This is an optimization exercise on Yosys and OpenROAD, whose aim is small area and a short achievable clock period, not a production implementation. At most, simulation tests tie the RTL to the original design; equivalence was not proved.

==> trial 32: inputs <==
Design CPU, start of the top module:
module CPU(
    input clk,
    input reset,
    output [15:0] imem_addr,
    input [15:0] imem_data,
    output rf_we,
    output [3:0] rf_waddr,
    output [15:0] rf_wdata,
    output flag_n,
    output flag_z
);
==> module RegisterFile, before the edit <==
module RegisterFile(
    input clk,
    input reset,
    input write_enable,                 
    input [3:0] write_addr,
    input [15:0] write_data,
    input exec_we,                      
    input [3:0] exec_addr,
    input [3:0] next_read_addr1,
    input [3:0] next_read_addr2,
    output [15:0] read_data1,
    output [15:0] read_data2
);
    reg [15:0] registers [0:12];
    reg [12:0] valid;
    reg [12:0] sel1, sel2;
    reg fwd1, fwd2;
    wire [12:0] wsel;
    wire [12:0] valid_next = valid | wsel;
    wire fwd1_next = exec_we && (exec_addr == next_read_addr1) && (next_read_addr1 < 4'd13);
    wire fwd2_next = exec_we && (exec_addr == next_read_addr2) && (next_read_addr2 < 4'd13);
    genvar i;
    generate
        for (i = 0; i < 13; i = i + 1) begin : g_reg
            assign wsel[i] = write_enable && (write_addr == i);
            always @(posedge clk)
                if (wsel[i]) registers[i] <= write_data;
        end
    endgenerate
    always @(posedge clk or posedge reset) begin
        if (reset) begin
            valid <= 13'b0;
            sel1 <= 13'b0;
            sel2 <= 13'b0;
            fwd1 <= 1'b0;
            fwd2 <= 1'b0;
        end else begin
            valid <= valid_next;
            sel1 <= Decode13(next_read_addr1) & valid_next & {13{~fwd1_next}};
            sel2 <= Decode13(next_read_addr2) & valid_next & {13{~fwd2_next}};
            fwd1 <= fwd1_next;
            fwd2 <= fwd2_next;
        end
    end
    function [12:0] Decode13(input [3:0] a);
        integer k;
        begin
            for (k = 0; k < 13; k = k + 1)
                Decode13[k] = (a == k);
        end
    endfunction
    RegRead rd1(.s(sel1), .f(fwd1), .fdata(write_data),
                .r0(registers[0]), .r1(registers[1]), .r2(registers[2]), .r3(registers[3]),
                .r4(registers[4]), .r5(registers[5]), .r6(registers[6]), .r7(registers[7]),
                .r8(registers[8]), .r9(registers[9]), .r10(registers[10]), .r11(registers[11]),
                .r12(registers[12]), .data(read_data1));
    RegRead rd2(.s(sel2), .f(fwd2), .fdata(write_data),
                .r0(registers[0]), .r1(registers[1]), .r2(registers[2]), .r3(registers[3]),
                .r4(registers[4]), .r5(registers[5]), .r6(registers[6]), .r7(registers[7]),
                .r8(registers[8]), .r9(registers[9]), .r10(registers[10]), .r11(registers[11]),
                .r12(registers[12]), .data(read_data2));
endmodule
==> module ALU, before the edit <==
module ALU(
    input [15:0] A,
    input [15:0] B,
    input [3:0] opcode,
    input [11:0] imm,
    output reg [15:0] X
);
    wire sub = opcode[1];                       
    wire [15:0] sum = A + (B ^ {16{sub}}) + {15'b0, sub};
    wire [15:0] prod;
    MulLo16 mul(.a(A), .b(B), .p(prod));
    always @(*) begin
        case (opcode)
            4'd0, 4'd7: X = {4'b0, imm};
            4'd1, 4'd2, 4'd6: X = sum;
            4'd4: X = prod;
            4'd5: X = ~B;
            default: X = 16'b0;
        endcase
    end
endmodule
==> module CPU, before the edit <==
module CPU(
    input clk,
    input reset,
    output [15:0] imem_addr,
    input [15:0] imem_data,
    output rf_we,
    output [3:0] rf_waddr,
    output [15:0] rf_wdata,
    output flag_n,
    output flag_z
);
    reg [15:0] pc;
    wire [15:0] ir;
    wire [15:0] A, B, X;
    wire [15:0] nB = ~B;
    wire [15:0] nb3 = ~(B + {B[14:0], 1'b0});  
    wire [15:0] x_d, x_e, ra_d, ra_e, result;
    wire [3:0] d_d, d_e;
    wire is_div_d, is_jmp_d, is_cmp_d, is_div_e, is_jmp_e, is_cmp_e;
    wire [5:0] q_d;
    wire [10:0] q_e;
    wire [15:0] b3_d, b3_e;
    reg [15:0] result_reg;              
    reg [15:0] result_wb;               
    reg [3:0] write_addr_wb;
    reg write_enable;
    reg N_reg, Z_reg;
    assign imem_addr = pc;
    assign rf_we = write_enable;
    assign rf_waddr = write_addr_wb;
    assign rf_wdata = result_reg;
    assign flag_n = N_reg;
    assign flag_z = Z_reg;
    Fetch fetch(.clk(clk), .reset(reset), .imem_data(imem_data), .instruction(ir));
    RegisterFile rf(.clk(clk), .reset(reset), .write_enable(write_enable),
                    .write_addr(write_addr_wb), .write_data(result_wb),
                    .exec_we(~is_jmp_e), .exec_addr(d_e),
                    .next_read_addr1(imem_data[11:8]), .next_read_addr2(imem_data[7:4]),
                    .read_data1(A), .read_data2(B));
    ALU alu(.A(A), .B(B), .opcode(ir[15:12]), .imm(ir[11:0]), .X(X));
    wire [1:0] s1_0_r;
    wire [1:0] s1_0_q;
    DivStep4 #(.L(14)) s1_0(.rin(1'b0), .a(A[15:14]), .nb(nB), .nb3(nb3), .q(s1_0_q), .rout(s1_0_r));
    wire [3:0] s1_1_r;
    wire [1:0] s1_1_q;
    DivStep4 #(.L(12)) s1_1(.rin(s1_0_r), .a(A[13:12]), .nb(nB), .nb3(nb3), .q(s1_1_q), .rout(s1_1_r));
    wire [5:0] s1_2_r;
    wire [1:0] s1_2_q;
    DivStep4 #(.L(10)) s1_2(.rin(s1_1_r), .a(A[11:10]), .nb(nB), .nb3(nb3), .q(s1_2_q), .rout(s1_2_r));
    Stage #(.QW(6)) sd(.clk(clk), .reset(reset), .x_in(X), .d_in(ir[3:0]),
        .is_div_in(ir[15:12] == 4'd5), .is_jmp_in(ir[15:12] == 4'd7), .is_cmp_in(ir[15:12] == 4'd6),
        .ra_in({s1_2_r, A[9:0]}), .q_in({s1_0_q, s1_1_q, s1_2_q}), .b3_in(nb3),
        .x(x_d), .d(d_d), .is_div(is_div_d), .is_jmp(is_jmp_d), .is_cmp(is_cmp_d),
        .ra(ra_d), .q(q_d), .b3(b3_d));
    wire [7:0] s2_0_r;
    wire [1:0] s2_0_q;
    DivStep4 #(.L(8)) s2_0(.rin(ra_d[15:10]), .a(ra_d[9:8]), .nb(x_d), .nb3(b3_d), .q(s2_0_q), .rout(s2_0_r));
    wire [9:0] s2_1_r;
    wire [1:0] s2_1_q;
    DivStep4 #(.L(6)) s2_1(.rin(s2_0_r), .a(ra_d[7:6]), .nb(x_d), .nb3(b3_d), .q(s2_1_q), .rout(s2_1_r));
    wire [10:0] s2_2_r;
    wire s2_2_q;
    DivStep2 #(.L(5)) s2_2(.rin(s2_1_r), .a(ra_d[5]), .nb(x_d), .q(s2_2_q), .rout(s2_2_r));
    Stage #(.QW(11)) se(.clk(clk), .reset(reset), .x_in(x_d), .d_in(d_d),
        .is_div_in(is_div_d), .is_jmp_in(is_jmp_d), .is_cmp_in(is_cmp_d),
        .ra_in({s2_2_r, ra_d[4:0]}), .q_in({q_d, s2_0_q, s2_1_q, s2_2_q}), .b3_in(b3_d),
        .x(x_e), .d(d_e), .is_div(is_div_e), .is_jmp(is_jmp_e), .is_cmp(is_cmp_e),
        .ra(ra_e), .q(q_e), .b3(b3_e));
    Execute execute(.is_div(is_div_e), .x(x_e), .ra(ra_e), .b3(b3_e), .qhi(q_e), .result(result));
    always @(posedge clk or posedge reset) begin
        if (reset) begin
            result_reg <= 16'b0;
            write_addr_wb <= 4'b0;
            write_enable <= 1'b0;
            N_reg <= 1'b0;
            Z_reg <= 1'b0;
            pc <= 16'b0;
        end else begin
            result_reg <= result;
            write_addr_wb <= d_e;
            write_enable <= ~is_jmp_e;
            if (is_cmp_e) begin
                N_reg <= x_e[15];
                Z_reg <= x_e == 16'b0;
            end
            pc <= is_jmp_e ? x_e : pc + 16'd1;
        end
    end
    always @(posedge clk)
        result_wb <= result;
endmodule
Settings: LEC_CHECK=0, CAP_MARGIN=20, CORE_MARGIN=2, CORE_UTILIZATION=55, SLEW_MARGIN=20; clock period 27.0 ns.
standard.sh (not shown) runs the stock make flow with config.mk's settings and CLKGATE_MAP_FILE= SYNTH_SCRIPT=/design/flow/synth_recipe.tcl, a recipe that flattens the netlist after the stock synthesis.
==> flow/flow/run.sh <==
#!/bin/bash
# Layout flow: the standard flow (standard synthesis included, unchanged),
# with the timing repair asked for more setup slack than the constraint needs,
# so that it sizes and buffers the critical paths towards a shorter period.
# The clock period and constraints are the standard flow's own (constraint.sdc).
set -euo pipefail
MARGIN=$(cat flow/setup_margin.txt)
bash standard.sh SETUP_SLACK_MARGIN=$MARGIN finish > standard_flow.log 2>&1
==> flow/flow/setup_margin.txt <==
19.8
==> trial 13 (differences from trial 32) <==
--- a/flow/design.v
+++ b/flow/design.v
@@ -60,66 +60,62 @@
     always @(*) begin
         case (opcode)
             4'd0, 4'd7: X = {4'b0, imm};
             4'd1, 4'd2, 4'd6: X = sum;
             4'd4: X = prod;
-            4'd5: X = ~B;
+            4'd5: X = B;
             default: X = 16'b0;
         endcase
     end
 endmodule
 module DivStep2 #(parameter L = 15) (
     input [(L >= 15) ? 0 : 14 - L:0] rin,       
     input a,
-    input [15:0] nb,
+    input [15:0] b,
     output q,
     output [15-L:0] rout
 );
     localparam W = 16 - L;
-    localparam [15:0] TOP = 16'hFFFF >> L;      
     wire [W-1:0] t;
     generate if (L >= 15) begin : f
         assign t = a;
     end else begin : n
         assign t = {rin, a};
     end endgenerate
-    wire [W:0] s1 = {1'b0, t} + {1'b0, nb[W-1:0]} + 1'b1;
-    wire fit1 = (nb >= ~TOP);                   
-    assign q = fit1 & s1[W];
-    assign rout = q ? s1[W-1:0] : t;
+    wire [W:0] d1 = {1'b0, t} - {1'b0, b[W-1:0]};
+    wire fit1 = (b <= 16'hFFFF >> L);           
+    assign q = fit1 & ~d1[W];
+    assign rout = q ? d1[W-1:0] : t;
 endmodule
 module DivStep4 #(parameter L = 14) (
     input [(L >= 14) ? 0 : 13 - L:0] rin,       
     input [1:0] a,
-    input [15:0] nb,
-    input [15:0] nb3,
+    input [15:0] b,
+    input [15:0] b3,
     output [1:0] q,
     output [15-L:0] rout
 );
     localparam W = 16 - L;
     localparam [16:0] TOP = (17'h1 << W) - 17'h1;    
-    localparam [15:0] TOP1 = TOP;
-    localparam [15:0] TOP2 = TOP / 2;
-    localparam [15:0] TOP3 = TOP / 3;
     wire [W-1:0] t;
     generate if (L >= 14) begin : f
         assign t = a;
     end else begin : n
         assign t = {rin, a};
     end endgenerate
-    wire [15:0] nb2 = {nb[14:0], 1'b1};         
-    wire [W:0] s1 = {1'b0, t} + {1'b0, nb[W-1:0]} + 1'b1;
-    wire [W:0] s2 = {1'b0, t} + {1'b0, nb2[W-1:0]} + 1'b1;
-    wire [W:0] s3 = {1'b0, t} + {1'b0, nb3[W-1:0]} + 1'b1;
-    wire fit1 = (nb >= ~TOP1);
-    wire fit2 = (nb >= ~TOP2);
-    wire fit3 = (nb >= ~TOP3);
-    wire c1 = fit1 & s1[W];
-    wire c2 = fit2 & s2[W];
-    wire c3 = fit3 & s3[W];
+    wire [15:0] b2 = {b[14:0], 1'b0};
+    wire [W:0] d1 = {1'b0, t} - {1'b0, b[W-1:0]};
+    wire [W:0] d2 = {1'b0, t} - {1'b0, b2[W-1:0]};
+    wire [W:0] d3 = {1'b0, t} - {1'b0, b3[W-1:0]};
+    wire fit1 = ({1'b0, b} <= TOP);
+    wire fit2 = ({1'b0, b} <= TOP / 2);
+    wire fit3 = ({1'b0, b} <= TOP / 3);
+    wire c1 = fit1 & ~d1[W];
+    wire c2 = fit2 & ~d2[W];
+    wire c3 = fit3 & ~d3[W];
     assign q = {c2, c1 & ~c2 | c3};
-    assign rout = c3 ? s3[W-1:0] : c2 ? s2[W-1:0] : c1 ? s1[W-1:0] : t;
+    assign rout = c3 ? d3[W-1:0] : c2 ? d2[W-1:0] : c1 ? d1[W-1:0] : t;
 endmodule
 module MulLo16(input [15:0] a, input [15:0] b, output [15:0] p);
     wire pp0_0 = a[0] & b[0];
     wire pp0_1 = a[1] & b[0];
     wire pp1_0 = a[0] & b[1];
@@ -470,25 +466,25 @@
     wire [15:0] s1 = {n209, n207, n205, n203, n201, n199, n197, n195, n193, n191, n189, n187, n185, n183, pp1_0, 1'b0};
     assign p = s0 + s1;
 endmodule
 module Execute(
     input is_div,
-    input [15:0] x,                     
+    input [15:0] x,
     input [15:0] ra,
-    input [15:0] b3,                    
+    input [15:0] b3,
     input [15:5] qhi,
     output [15:0] result
 );
     wire [11:0] s3_0_r;
     wire s3_0_q;
-    DivStep2 #(.L(4)) s3_0(.rin(ra[15:5]), .a(ra[4]), .nb(x), .q(s3_0_q), .rout(s3_0_r));
+    DivStep2 #(.L(4)) s3_0(.rin(ra[15:5]), .a(ra[4]), .b(x), .q(s3_0_q), .rout(s3_0_r));
     wire [13:0] s3_1_r;
     wire [1:0] s3_1_q;
-    DivStep4 #(.L(2)) s3_1(.rin(s3_0_r), .a(ra[3:2]), .nb(x), .nb3(b3), .q(s3_1_q), .rout(s3_1_r));
+    DivStep4 #(.L(2)) s3_1(.rin(s3_0_r), .a(ra[3:2]), .b(x), .b3(b3), .q(s3_1_q), .rout(s3_1_r));
     wire [15:0] s3_2_r;
     wire [1:0] s3_2_q;
-    DivStep4 #(.L(0)) s3_2(.rin(s3_1_r), .a(ra[1:0]), .nb(x), .nb3(b3), .q(s3_2_q), .rout(s3_2_r));
+    DivStep4 #(.L(0)) s3_2(.rin(s3_1_r), .a(ra[1:0]), .b(x), .b3(b3), .q(s3_2_q), .rout(s3_2_r));
     assign result = is_div ? {qhi, s3_0_q, s3_1_q, s3_2_q} : x;
 endmodule
 module RegisterFile(
     input clk,
     input reset,
@@ -576,20 +572,18 @@
     output flag_z
 );
     reg [15:0] pc;
     wire [15:0] ir;
     wire [15:0] A, B, X;
-    wire [15:0] nB = ~B;
-    wire [15:0] nb3 = ~(B + {B[14:0], 1'b0});  
+    wire [15:0] b3 = B + {B[14:0], 1'b0};      
     wire [15:0] x_d, x_e, ra_d, ra_e, result;
     wire [3:0] d_d, d_e;
     wire is_div_d, is_jmp_d, is_cmp_d, is_div_e, is_jmp_e, is_cmp_e;
     wire [5:0] q_d;
     wire [10:0] q_e;
     wire [15:0] b3_d, b3_e;
-    reg [15:0] result_reg;              
-    reg [15:0] result_wb;               
+    reg [15:0] result_reg;
     reg [3:0] write_addr_wb;
     reg write_enable;
     reg N_reg, Z_reg;
     assign imem_addr = pc;
     assign rf_we = write_enable;
@@ -597,38 +591,38 @@
     assign rf_wdata = result_reg;
     assign flag_n = N_reg;
     assign flag_z = Z_reg;
     Fetch fetch(.clk(clk), .reset(reset), .imem_data(imem_data), .instruction(ir));
     RegisterFile rf(.clk(clk), .reset(reset), .write_enable(write_enable),
-                    .write_addr(write_addr_wb), .write_data(result_wb),
+                    .write_addr(write_addr_wb), .write_data(result_reg),
                     .exec_we(~is_jmp_e), .exec_addr(d_e),
                     .next_read_addr1(imem_data[11:8]), .next_read_addr2(imem_data[7:4]),
                     .read_data1(A), .read_data2(B));
     ALU alu(.A(A), .B(B), .opcode(ir[15:12]), .imm(ir[11:0]), .X(X));
     wire [1:0] s1_0_r;
     wire [1:0] s1_0_q;
-    DivStep4 #(.L(14)) s1_0(.rin(1'b0), .a(A[15:14]), .nb(nB), .nb3(nb3), .q(s1_0_q), .rout(s1_0_r));
+    DivStep4 #(.L(14)) s1_0(.rin(1'b0), .a(A[15:14]), .b(B), .b3(b3), .q(s1_0_q), .rout(s1_0_r));
     wire [3:0] s1_1_r;
     wire [1:0] s1_1_q;
-    DivStep4 #(.L(12)) s1_1(.rin(s1_0_r), .a(A[13:12]), .nb(nB), .nb3(nb3), .q(s1_1_q), .rout(s1_1_r));
+    DivStep4 #(.L(12)) s1_1(.rin(s1_0_r), .a(A[13:12]), .b(B), .b3(b3), .q(s1_1_q), .rout(s1_1_r));
     wire [5:0] s1_2_r;
     wire [1:0] s1_2_q;
-    DivStep4 #(.L(10)) s1_2(.rin(s1_1_r), .a(A[11:10]), .nb(nB), .nb3(nb3), .q(s1_2_q), .rout(s1_2_r));
+    DivStep4 #(.L(10)) s1_2(.rin(s1_1_r), .a(A[11:10]), .b(B), .b3(b3), .q(s1_2_q), .rout(s1_2_r));
     Stage #(.QW(6)) sd(.clk(clk), .reset(reset), .x_in(X), .d_in(ir[3:0]),
         .is_div_in(ir[15:12] == 4'd5), .is_jmp_in(ir[15:12] == 4'd7), .is_cmp_in(ir[15:12] == 4'd6),
-        .ra_in({s1_2_r, A[9:0]}), .q_in({s1_0_q, s1_1_q, s1_2_q}), .b3_in(nb3),
+        .ra_in({s1_2_r, A[9:0]}), .q_in({s1_0_q, s1_1_q, s1_2_q}), .b3_in(b3),
         .x(x_d), .d(d_d), .is_div(is_div_d), .is_jmp(is_jmp_d), .is_cmp(is_cmp_d),
         .ra(ra_d), .q(q_d), .b3(b3_d));
     wire [7:0] s2_0_r;
     wire [1:0] s2_0_q;
-    DivStep4 #(.L(8)) s2_0(.rin(ra_d[15:10]), .a(ra_d[9:8]), .nb(x_d), .nb3(b3_d), .q(s2_0_q), .rout(s2_0_r));
+    DivStep4 #(.L(8)) s2_0(.rin(ra_d[15:10]), .a(ra_d[9:8]), .b(x_d), .b3(b3_d), .q(s2_0_q), .rout(s2_0_r));
     wire [9:0] s2_1_r;
     wire [1:0] s2_1_q;
-    DivStep4 #(.L(6)) s2_1(.rin(s2_0_r), .a(ra_d[7:6]), .nb(x_d), .nb3(b3_d), .q(s2_1_q), .rout(s2_1_r));
+    DivStep4 #(.L(6)) s2_1(.rin(s2_0_r), .a(ra_d[7:6]), .b(x_d), .b3(b3_d), .q(s2_1_q), .rout(s2_1_r));
     wire [10:0] s2_2_r;
     wire s2_2_q;
-    DivStep2 #(.L(5)) s2_2(.rin(s2_1_r), .a(ra_d[5]), .nb(x_d), .q(s2_2_q), .rout(s2_2_r));
+    DivStep2 #(.L(5)) s2_2(.rin(s2_1_r), .a(ra_d[5]), .b(x_d), .q(s2_2_q), .rout(s2_2_r));
     Stage #(.QW(11)) se(.clk(clk), .reset(reset), .x_in(x_d), .d_in(d_d),
         .is_div_in(is_div_d), .is_jmp_in(is_jmp_d), .is_cmp_in(is_cmp_d),
         .ra_in({s2_2_r, ra_d[4:0]}), .q_in({q_d, s2_0_q, s2_1_q, s2_2_q}), .b3_in(b3_d),
         .x(x_e), .d(d_e), .is_div(is_div_e), .is_jmp(is_jmp_e), .is_cmp(is_cmp_e),
         .ra(ra_e), .q(q_e), .b3(b3_e));
@@ -650,8 +644,6 @@
                 Z_reg <= x_e == 16'b0;
             end
             pc <= is_jmp_e ? x_e : pc + 16'd1;
         end
     end
-    always @(posedge clk)
-        result_wb <= result;
 endmodule
==> flow/flow/setup_margin.txt (replaced) <==
19.5
==> build 39 (differences from trial 32) <==
--- a/flow/design.v
+++ b/flow/design.v
@@ -517,23 +517,18 @@
             always @(posedge clk)
                 if (wsel[i]) registers[i] <= write_data;
         end
     endgenerate
     always @(posedge clk or posedge reset) begin
-        if (reset) begin
-            valid <= 13'b0;
-            sel1 <= 13'b0;
-            sel2 <= 13'b0;
-            fwd1 <= 1'b0;
-            fwd2 <= 1'b0;
-        end else begin
-            valid <= valid_next;
-            sel1 <= Decode13(next_read_addr1) & valid_next & {13{~fwd1_next}};
-            sel2 <= Decode13(next_read_addr2) & valid_next & {13{~fwd2_next}};
-            fwd1 <= fwd1_next;
-            fwd2 <= fwd2_next;
-        end
+        if (reset) valid <= 13'b0;
+        else       valid <= valid_next;
+    end
+    always @(posedge clk) begin
+        sel1 <= Decode13(next_read_addr1) & valid_next & {13{~fwd1_next}};
+        sel2 <= Decode13(next_read_addr2) & valid_next & {13{~fwd2_next}};
+        fwd1 <= fwd1_next;
+        fwd2 <= fwd2_next;
     end
     function [12:0] Decode13(input [3:0] a);
         integer k;
         begin
             for (k = 0; k < 13; k = k + 1)
==> flow/flow/run.sh (replaced) <==
#!/bin/bash
# Layout flow: the standard flow (standard synthesis included, unchanged),
# with two changes to how the layout is made:
#  - the timing repair is asked for more setup slack than the constraint
#    needs (flow/setup_margin.txt, ns), so that it sizes and buffers the
#    critical paths towards a shorter period;
#  - clock tree synthesis gets the arguments in flow/cts_args.txt.
# The clock period and constraints are the standard flow's own (constraint.sdc).
set -euo pipefail
MARGIN=$(cat flow/setup_margin.txt)
CTS=$(cat flow/cts_args.txt)
bash standard.sh SETUP_SLACK_MARGIN="$MARGIN" CTS_ARGS="$CTS" finish > standard_flow.log 2>&1
==> flow/flow/cts_args.txt (new file) <==
-sink_clustering_enable -repair_clock_nets -dont_use_dummy_load -sink_clustering_size 24 -sink_clustering_max_diameter 90
CORE_UTILIZATION = 70   (was 55)
==> build 17 (differences from trial 32) <==
--- a/flow/design.v
+++ b/flow/design.v
@@ -49,16 +49,21 @@
 module ALU(
     input [15:0] A,
     input [15:0] B,
     input [3:0] opcode,
     input [11:0] imm,
-    output reg [15:0] X
+    output reg [15:0] X,
+    output [15:0] nb3
 );
     wire sub = opcode[1];                       
-    wire [15:0] sum = A + (B ^ {16{sub}}) + {15'b0, sub};
+    wire div = opcode == 4'd5;
+    wire [15:0] opa = div ? B : A;
+    wire [15:0] opb = div ? {B[14:0], 1'b0} : (B ^ {16{sub}});
+    wire [15:0] sum = opa + opb + {15'b0, sub};
     wire [15:0] prod;
     MulLo16 mul(.a(A), .b(B), .p(prod));
+    assign nb3 = ~sum;
     always @(*) begin
         case (opcode)
             4'd0, 4'd7: X = {4'b0, imm};
             4'd1, 4'd2, 4'd6: X = sum;
             4'd4: X = prod;
@@ -517,23 +522,18 @@
             always @(posedge clk)
                 if (wsel[i]) registers[i] <= write_data;
         end
     endgenerate
     always @(posedge clk or posedge reset) begin
-        if (reset) begin
-            valid <= 13'b0;
-            sel1 <= 13'b0;
-            sel2 <= 13'b0;
-            fwd1 <= 1'b0;
-            fwd2 <= 1'b0;
-        end else begin
-            valid <= valid_next;
-            sel1 <= Decode13(next_read_addr1) & valid_next & {13{~fwd1_next}};
-            sel2 <= Decode13(next_read_addr2) & valid_next & {13{~fwd2_next}};
-            fwd1 <= fwd1_next;
-            fwd2 <= fwd2_next;
-        end
+        if (reset) valid <= 13'b0;
+        else       valid <= valid_next;
+    end
+    always @(posedge clk) begin
+        sel1 <= Decode13(next_read_addr1) & valid_next & {13{~fwd1_next}};
+        sel2 <= Decode13(next_read_addr2) & valid_next & {13{~fwd2_next}};
+        fwd1 <= fwd1_next;
+        fwd2 <= fwd2_next;
     end
     function [12:0] Decode13(input [3:0] a);
         integer k;
         begin
             for (k = 0; k < 13; k = k + 1)
@@ -577,11 +577,12 @@
 );
     reg [15:0] pc;
     wire [15:0] ir;
     wire [15:0] A, B, X;
     wire [15:0] nB = ~B;
-    wire [15:0] nb3 = ~(B + {B[14:0], 1'b0});  
+    wire [15:0] nb3;                    
+    wire [5:0] nb3_lo = ~(B[5:0] + {B[4:0], 1'b0});    
     wire [15:0] x_d, x_e, ra_d, ra_e, result;
     wire [3:0] d_d, d_e;
     wire is_div_d, is_jmp_d, is_cmp_d, is_div_e, is_jmp_e, is_cmp_e;
     wire [5:0] q_d;
     wire [10:0] q_e;
@@ -601,20 +602,20 @@
     RegisterFile rf(.clk(clk), .reset(reset), .write_enable(write_enable),
                     .write_addr(write_addr_wb), .write_data(result_wb),
                     .exec_we(~is_jmp_e), .exec_addr(d_e),
                     .next_read_addr1(imem_data[11:8]), .next_read_addr2(imem_data[7:4]),
                     .read_data1(A), .read_data2(B));
-    ALU alu(.A(A), .B(B), .opcode(ir[15:12]), .imm(ir[11:0]), .X(X));
+    ALU alu(.A(A), .B(B), .opcode(ir[15:12]), .imm(ir[11:0]), .X(X), .nb3(nb3));
     wire [1:0] s1_0_r;
     wire [1:0] s1_0_q;
-    DivStep4 #(.L(14)) s1_0(.rin(1'b0), .a(A[15:14]), .nb(nB), .nb3(nb3), .q(s1_0_q), .rout(s1_0_r));
+    DivStep4 #(.L(14)) s1_0(.rin(1'b0), .a(A[15:14]), .nb(nB), .nb3({10'b0, nb3_lo}), .q(s1_0_q), .rout(s1_0_r));
     wire [3:0] s1_1_r;
     wire [1:0] s1_1_q;
-    DivStep4 #(.L(12)) s1_1(.rin(s1_0_r), .a(A[13:12]), .nb(nB), .nb3(nb3), .q(s1_1_q), .rout(s1_1_r));
+    DivStep4 #(.L(12)) s1_1(.rin(s1_0_r), .a(A[13:12]), .nb(nB), .nb3({10'b0, nb3_lo}), .q(s1_1_q), .rout(s1_1_r));
     wire [5:0] s1_2_r;
     wire [1:0] s1_2_q;
-    DivStep4 #(.L(10)) s1_2(.rin(s1_1_r), .a(A[11:10]), .nb(nB), .nb3(nb3), .q(s1_2_q), .rout(s1_2_r));
+    DivStep4 #(.L(10)) s1_2(.rin(s1_1_r), .a(A[11:10]), .nb(nB), .nb3({10'b0, nb3_lo}), .q(s1_2_q), .rout(s1_2_r));
     Stage #(.QW(6)) sd(.clk(clk), .reset(reset), .x_in(X), .d_in(ir[3:0]),
         .is_div_in(ir[15:12] == 4'd5), .is_jmp_in(ir[15:12] == 4'd7), .is_cmp_in(ir[15:12] == 4'd6),
         .ra_in({s1_2_r, A[9:0]}), .q_in({s1_0_q, s1_1_q, s1_2_q}), .b3_in(nb3),
         .x(x_d), .d(d_d), .is_div(is_div_d), .is_jmp(is_jmp_d), .is_cmp(is_cmp_d),
         .ra(ra_d), .q(q_d), .b3(b3_d));
==> flow/flow/run.sh (replaced) <==
#!/bin/bash
# Layout flow: the standard flow (standard synthesis included, unchanged),
# with two changes to how the layout is made:
#  - the timing repair is asked for more setup slack than the constraint
#    needs (flow/setup_margin.txt, ns), so that it sizes and buffers the
#    critical paths towards a shorter period;
#  - clock tree synthesis gets the arguments in flow/cts_args.txt.
# The clock period and constraints are the standard flow's own (constraint.sdc).
set -euo pipefail
MARGIN=$(cat flow/setup_margin.txt)
CTS=$(cat flow/cts_args.txt)
bash standard.sh SETUP_SLACK_MARGIN="$MARGIN" CTS_ARGS="$CTS" finish > standard_flow.log 2>&1
==> flow/flow/cts_args.txt (new file) <==
-sink_clustering_enable -repair_clock_nets -dont_use_dummy_load -sink_clustering_size 24 -sink_clustering_max_diameter 90
==> flow/flow/setup_margin.txt (replaced) <==
20.45
==> summary.txt <==
Trial 32 passed the timing, design-rule and antenna checks. Build 39 completed with no timing, DRC or antenna violations. Build 17 completed with no timing, DRC or antenna violations. Trial 13 finished with timing, DRC and antenna clean. Critical path depth is the same in build 39 and build 17. Of build 17 and trial 13, build 17 has the higher flip-flop and latch count (gap 16). The lowest via count belongs to trial 32, the highest to build 39. In trial 32 the cell area is higher than in trial 13, by 2.4%. Sequential share of layout area, lowest first: trial 13, trial 32, build 17, build 39. Count of clock-buffer cells in the layout: build 39 < build 17 < trial 13 < trial 32.
==> figures <==
|  | build 39 | trial 32 | build 17 | trial 13 |
|---|---|---|---|---|
| Status | finished clean | finished clean | finished clean | finished clean |
| Highest clock frequency the design can meet | 141 MHz | 140 MHz | 152 MHz | 134 MHz |
| Origin of the worst min-delay path | sd.b3[11] | sd.ra[0] | sd.q[5] | sd.q[0] |
| Compound-Gate Fraction of Synth Area | 0.170 | 0.173 | 0.180 | 0.182 |
| Mean instance size in the synthesized netlist | 10.3 um2 | 10.4 um2 | 10.1 um2 | 10.0 um2 |
| Global routing met2 resource utilization | 0.674 | 0.532 | 0.582 | 0.581 |
| Die outline width | 208 um | 236 um | 233 um | 234 um |
| Slew Limit Headroom | 0.176 | 0.252 | 0.241 | 0.373 |
| Non-Clock Buffer Area Fraction | 0.0429 | 0.0474 | 0.0566 | 0.0380 |
| RePlAce Congestion | 1.00 | 0.980 | 0.937 | 0.964 |
| HPWL after detailed placement | 66.5 mm | 69.3 mm | 68.7 mm | 69.4 mm |
| XOR/XNOR share of the synthesized area | 0.0567 | 0.0555 | 0.0495 | 0.0570 |
| Multiplexer area fraction after synthesis | 0.0263 | 0.0184 | 0.0204 | 0.0178 |
| Share of synthesized flip-flops with an asynchronous set or reset | 0.255 | 0.318 | 0.255 | 0.329 |
| Number of antenna violations at the first check in global routing | 3 | 2 | 10 | 3 |
| Fraction of standard cell area that is sequential | 0.366 | 0.350 | 0.354 | 0.350 |
| Layout cells sized above 1 | 0.109 | 0.134 | 0.167 | 0.106 |
Only the layout flow was run in trial 32; the RTL was not checked for function there.

==> separate check: timing with driven ports <==
How much do the figures lean on ideal ports? The routed layouts below were timed once more, with nothing changed but the port constraints. Step 1 (the two cells are an assumption about what drives the block):
set clk [get_ports {clk}]
set_driving_cell -lib_cell sky130_fd_sc_hd__clkbuf_16 $clk
set_driving_cell -lib_cell sky130_fd_sc_hd__buf_2 [delete_from_list [all_inputs] $clk]
Step 2 also shifts input and output timing later by t, the mid clock arrival at the registers, as if the neighbouring blocks saw the same clock. a / b / c = no drivers / after step 1 / after step 2; a / b = the first two.
run	shift t [ns]	setup slack, ns	worst setup path after step 2	worst data-port slew with drivers (ns)
trial 32	0.665	19.865 / 19.798 / 19.472	input to register	0.07
trial 13	0.645	19.536 / 19.473 / 19.360	input to register	0.04
build 39	0.625	19.884 / 19.822 / 19.431	input to register	0.03
build 17	0.625	20.429 / 20.365 / 19.925	input to register	0.10
After both steps every run listed still meets setup and hold. For build 17, which loses most, drivers alone change the setup slack by -0.064 ns; drivers and shift together by -0.504 ns.
